This design comes from an exercise in tuning for small area, a short achievable clock period and few clock cycles on the open sky130 flow, not from production work.
Only simulation tests tie the RTL to the original design; equivalence was not proved.
No activity file was given, so power comes from the tool's default toggle rates.

==> flow/design.v (excerpt) <==
module cpu(clk, reset, imem_addr, imem_data, dmem_addr, dmem_we, dmem_wdata, dmem_rdata, done);
Size: about 5,600 cells after synthesis.
Settings: LEC_CHECK=0, CAP_MARGIN=10, CORE_MARGIN=2, CORE_UTILIZATION=65, CTS_BUF_LIST=sky130_fd_sc_hd__clkbuf_16, CTS_CLUSTER_DIAMETER=80, CTS_CLUSTER_SIZE=28, SLEW_MARGIN=10, SYNTH_HIERARCHICAL=1, SYNTH_MINIMUM_KEEP_SIZE=0; clock period 10.0 ns.
standard.sh (not shown) runs the stock make flow with config.mk's settings and CLKGATE_MAP_FILE= SYNTH_SCRIPT=/design/flow/synth_recipe.tcl, a recipe that flattens the netlist after the stock synthesis.
==> flow/flow/run.sh <==
#!/bin/bash
# The standard layout, with two changes after the standard synthesis:
#  - timing repair aims MARGIN ns below the clock period (the SDC is unchanged);
#  - the clkdlybuf4s* delay cells are not used, so the port buffers that
#    buffer_ports inserts are plain buffers instead of delay cells.
set -euo pipefail
MARGIN=${MARGIN:-6.2}
DONT_USE="sky130_fd_sc_hd__probe_p_8 sky130_fd_sc_hd__probec_p_8 sky130_fd_sc_hd__lpflow_bleeder_1 sky130_fd_sc_hd__lpflow_clkbufkapwr_1 sky130_fd_sc_hd__lpflow_clkbufkapwr_16 sky130_fd_sc_hd__lpflow_clkbufkapwr_2 sky130_fd_sc_hd__lpflow_clkbufkapwr_4 sky130_fd_sc_hd__lpflow_clkbufkapwr_8 sky130_fd_sc_hd__lpflow_clkinvkapwr_1 sky130_fd_sc_hd__lpflow_clkinvkapwr_16 sky130_fd_sc_hd__lpflow_clkinvkapwr_2 sky130_fd_sc_hd__lpflow_clkinvkapwr_4 sky130_fd_sc_hd__lpflow_clkinvkapwr_8 sky130_fd_sc_hd__lpflow_decapkapwr_12 sky130_fd_sc_hd__lpflow_decapkapwr_3 sky130_fd_sc_hd__lpflow_decapkapwr_4 sky130_fd_sc_hd__lpflow_decapkapwr_6 sky130_fd_sc_hd__lpflow_decapkapwr_8 sky130_fd_sc_hd__lpflow_inputiso0n_1 sky130_fd_sc_hd__lpflow_inputiso0p_1 sky130_fd_sc_hd__lpflow_inputiso1n_1 sky130_fd_sc_hd__lpflow_inputiso1p_1 sky130_fd_sc_hd__lpflow_inputisolatch_1 sky130_fd_sc_hd__lpflow_isobufsrc_1 sky130_fd_sc_hd__lpflow_isobufsrc_16 sky130_fd_sc_hd__lpflow_isobufsrc_2 sky130_fd_sc_hd__lpflow_isobufsrc_4 sky130_fd_sc_hd__lpflow_isobufsrc_8 sky130_fd_sc_hd__lpflow_isobufsrckapwr_16 sky130_fd_sc_hd__lpflow_lsbuf_lh_hl_isowell_tap_1 sky130_fd_sc_hd__lpflow_lsbuf_lh_hl_isowell_tap_2 sky130_fd_sc_hd__lpflow_lsbuf_lh_hl_isowell_tap_4 sky130_fd_sc_hd__lpflow_lsbuf_lh_isowell_4 sky130_fd_sc_hd__lpflow_lsbuf_lh_isowell_tap_1 sky130_fd_sc_hd__lpflow_lsbuf_lh_isowell_tap_2 sky130_fd_sc_hd__lpflow_lsbuf_lh_isowell_tap_4"
DONT_USE="$DONT_USE sky130_fd_sc_hd__clkdlybuf4s15_1 sky130_fd_sc_hd__clkdlybuf4s15_2 sky130_fd_sc_hd__clkdlybuf4s18_1 sky130_fd_sc_hd__clkdlybuf4s18_2 sky130_fd_sc_hd__clkdlybuf4s25_1 sky130_fd_sc_hd__clkdlybuf4s25_2 sky130_fd_sc_hd__clkdlybuf4s50_1 sky130_fd_sc_hd__clkdlybuf4s50_2"
# standard synthesis, unchanged
bash standard.sh synth > synth.log 2>&1
# floorplan to final layout
bash standard.sh "SETUP_SLACK_MARGIN=$MARGIN" "DONT_USE_CELLS=$DONT_USE" finish > layout.log 2>&1
Testbench counts at the start, summed over its fixed seeds: cycles 51,781.
Then changed:
--- a/flow/flow/run.sh
+++ b/flow/flow/run.sh
@@ -6,3 +6,3 @@
 set -euo pipefail
-MARGIN=${MARGIN:-6.2}
+MARGIN=${MARGIN:-6.5}
 DONT_USE="sky130_fd_sc_hd__probe_p_8 sky130_fd_sc_hd__probec_p_8 sky130_fd_sc_hd__lpflow_bleeder_1 sky130_fd_sc_hd__lpflow_clkbufkapwr_1 sky130_fd_sc_hd__lpflow_clkbufkapwr_16 sky130_fd_sc_hd__lpflow_clkbufkapwr_2 sky130_fd_sc_hd__lpflow_clkbufkapwr_4 sky130_fd_sc_hd__lpflow_clkbufkapwr_8 sky130_fd_sc_hd__lpflow_clkinvkapwr_1 sky130_fd_sc_hd__lpflow_clkinvkapwr_16 sky130_fd_sc_hd__lpflow_clkinvkapwr_2 sky130_fd_sc_hd__lpflow_clkinvkapwr_4 sky130_fd_sc_hd__lpflow_clkinvkapwr_8 sky130_fd_sc_hd__lpflow_decapkapwr_12 sky130_fd_sc_hd__lpflow_decapkapwr_3 sky130_fd_sc_hd__lpflow_decapkapwr_4 sky130_fd_sc_hd__lpflow_decapkapwr_6 sky130_fd_sc_hd__lpflow_decapkapwr_8 sky130_fd_sc_hd__lpflow_inputiso0n_1 sky130_fd_sc_hd__lpflow_inputiso0p_1 sky130_fd_sc_hd__lpflow_inputiso1n_1 sky130_fd_sc_hd__lpflow_inputiso1p_1 sky130_fd_sc_hd__lpflow_inputisolatch_1 sky130_fd_sc_hd__lpflow_isobufsrc_1 sky130_fd_sc_hd__lpflow_isobufsrc_16 sky130_fd_sc_hd__lpflow_isobufsrc_2 sky130_fd_sc_hd__lpflow_isobufsrc_4 sky130_fd_sc_hd__lpflow_isobufsrc_8 sky130_fd_sc_hd__lpflow_isobufsrckapwr_16 sky130_fd_sc_hd__lpflow_lsbuf_lh_hl_isowell_tap_1 sky130_fd_sc_hd__lpflow_lsbuf_lh_hl_isowell_tap_2 sky130_fd_sc_hd__lpflow_lsbuf_lh_hl_isowell_tap_4 sky130_fd_sc_hd__lpflow_lsbuf_lh_isowell_4 sky130_fd_sc_hd__lpflow_lsbuf_lh_isowell_tap_1 sky130_fd_sc_hd__lpflow_lsbuf_lh_isowell_tap_2 sky130_fd_sc_hd__lpflow_lsbuf_lh_isowell_tap_4"
Settings changed: CAP_MARGIN 10 to 20, CTS_CLUSTER_SIZE 28 to 24, SLEW_MARGIN 10 to 20.
What happened: Final cell count increases slightly; clock-buffer cell count increases by 6; flip-flop and latch count does not change; clock power increases slightly; die area is unchanged; synthesized cell count stays the same.
Then changed:
--- a/flow/flow/run.sh
+++ b/flow/flow/run.sh
@@ -6,3 +6,3 @@
 set -euo pipefail
-MARGIN=${MARGIN:-6.5}
+MARGIN=${MARGIN:-6.2}
 DONT_USE="sky130_fd_sc_hd__probe_p_8 sky130_fd_sc_hd__probec_p_8 sky130_fd_sc_hd__lpflow_bleeder_1 sky130_fd_sc_hd__lpflow_clkbufkapwr_1 sky130_fd_sc_hd__lpflow_clkbufkapwr_16 sky130_fd_sc_hd__lpflow_clkbufkapwr_2 sky130_fd_sc_hd__lpflow_clkbufkapwr_4 sky130_fd_sc_hd__lpflow_clkbufkapwr_8 sky130_fd_sc_hd__lpflow_clkinvkapwr_1 sky130_fd_sc_hd__lpflow_clkinvkapwr_16 sky130_fd_sc_hd__lpflow_clkinvkapwr_2 sky130_fd_sc_hd__lpflow_clkinvkapwr_4 sky130_fd_sc_hd__lpflow_clkinvkapwr_8 sky130_fd_sc_hd__lpflow_decapkapwr_12 sky130_fd_sc_hd__lpflow_decapkapwr_3 sky130_fd_sc_hd__lpflow_decapkapwr_4 sky130_fd_sc_hd__lpflow_decapkapwr_6 sky130_fd_sc_hd__lpflow_decapkapwr_8 sky130_fd_sc_hd__lpflow_inputiso0n_1 sky130_fd_sc_hd__lpflow_inputiso0p_1 sky130_fd_sc_hd__lpflow_inputiso1n_1 sky130_fd_sc_hd__lpflow_inputiso1p_1 sky130_fd_sc_hd__lpflow_inputisolatch_1 sky130_fd_sc_hd__lpflow_isobufsrc_1 sky130_fd_sc_hd__lpflow_isobufsrc_16 sky130_fd_sc_hd__lpflow_isobufsrc_2 sky130_fd_sc_hd__lpflow_isobufsrc_4 sky130_fd_sc_hd__lpflow_isobufsrc_8 sky130_fd_sc_hd__lpflow_isobufsrckapwr_16 sky130_fd_sc_hd__lpflow_lsbuf_lh_hl_isowell_tap_1 sky130_fd_sc_hd__lpflow_lsbuf_lh_hl_isowell_tap_2 sky130_fd_sc_hd__lpflow_lsbuf_lh_hl_isowell_tap_4 sky130_fd_sc_hd__lpflow_lsbuf_lh_isowell_4 sky130_fd_sc_hd__lpflow_lsbuf_lh_isowell_tap_1 sky130_fd_sc_hd__lpflow_lsbuf_lh_isowell_tap_2 sky130_fd_sc_hd__lpflow_lsbuf_lh_isowell_tap_4"
Settings changed: CTS_CLUSTER_SIZE 24 to 28.
Maximum frequency is higher by about 3.3%.
Final cell count stays flat.
Worst hold slack improved by 6.9 ps.
Count of clock-buffer cells in the layout is lower by 7.
Die area does not change.
Wire length decreases by 3.5%.
Then changed:
Settings changed: CTS_CLUSTER_SIZE 28 to 24.
After rerunning:
- The new run completed without violations
- core utilization barely changes
- worst hold slack stays flat
- setup slack is worse by 11 ps
- combinational power is about the same
- global-route usage is about the same
- non-clock buffer count went up by 28
- power hardly moves
Then changed:
Settings changed: CTS_CLUSTER_DIAMETER 80 to 100, CTS_CLUSTER_SIZE 24 to 32.
Result: Routed wire length hardly moves; final cell count went down slightly; design area went down slightly; die area does not change.

==> separate check: timing with driven ports <==
The results above use ideal ports. As a check the final layouts listed here were re-extracted and re-timed, cells and wires unchanged.
Step 1 (the two cells are an assumption about what drives the block):
set clk [get_ports {clk}]
set_driving_cell -lib_cell sky130_fd_sc_hd__clkbuf_16 $clk
set_driving_cell -lib_cell sky130_fd_sc_hd__buf_2 [delete_from_list [all_inputs] $clk]
Step 2, shift: input delay + t, output delay - t, t = (earliest + latest rising clock arrival at the registers) / 2. This alone moves slack from input paths to output paths.
Slacks: ideal / step 1 / step 2; pairs: ideal / step 1.
run	shift t [ns]	setup WS [ns]	worst hold slack (ns)	slew at the worst register clock pin (ns)
the first run	0.770	6.054 / 6.054 / 5.518	0.379 / 0.379 / 0.379	0.11 / 0.11
the second run	0.786	5.986 / 5.986 / 5.312	0.369 / 0.369 / 0.369	0.10 / 0.10
the third run	0.766	6.115 / 6.115 / 5.530	0.376 / 0.376 / 0.376	0.11 / 0.11
the fourth run	0.766	6.104 / 6.104 / 5.502	0.373 / 0.373 / 0.373	0.10 / 0.10
the fifth run	0.797	6.135 / 6.135 / 5.477	0.380 / 0.380 / 0.380	0.12 / 0.12
After both steps setup and hold are still met in every run listed. For the second run, which loses most, drivers alone change the setup slack by 0.000 ns; drivers and shift together by -0.674 ns.
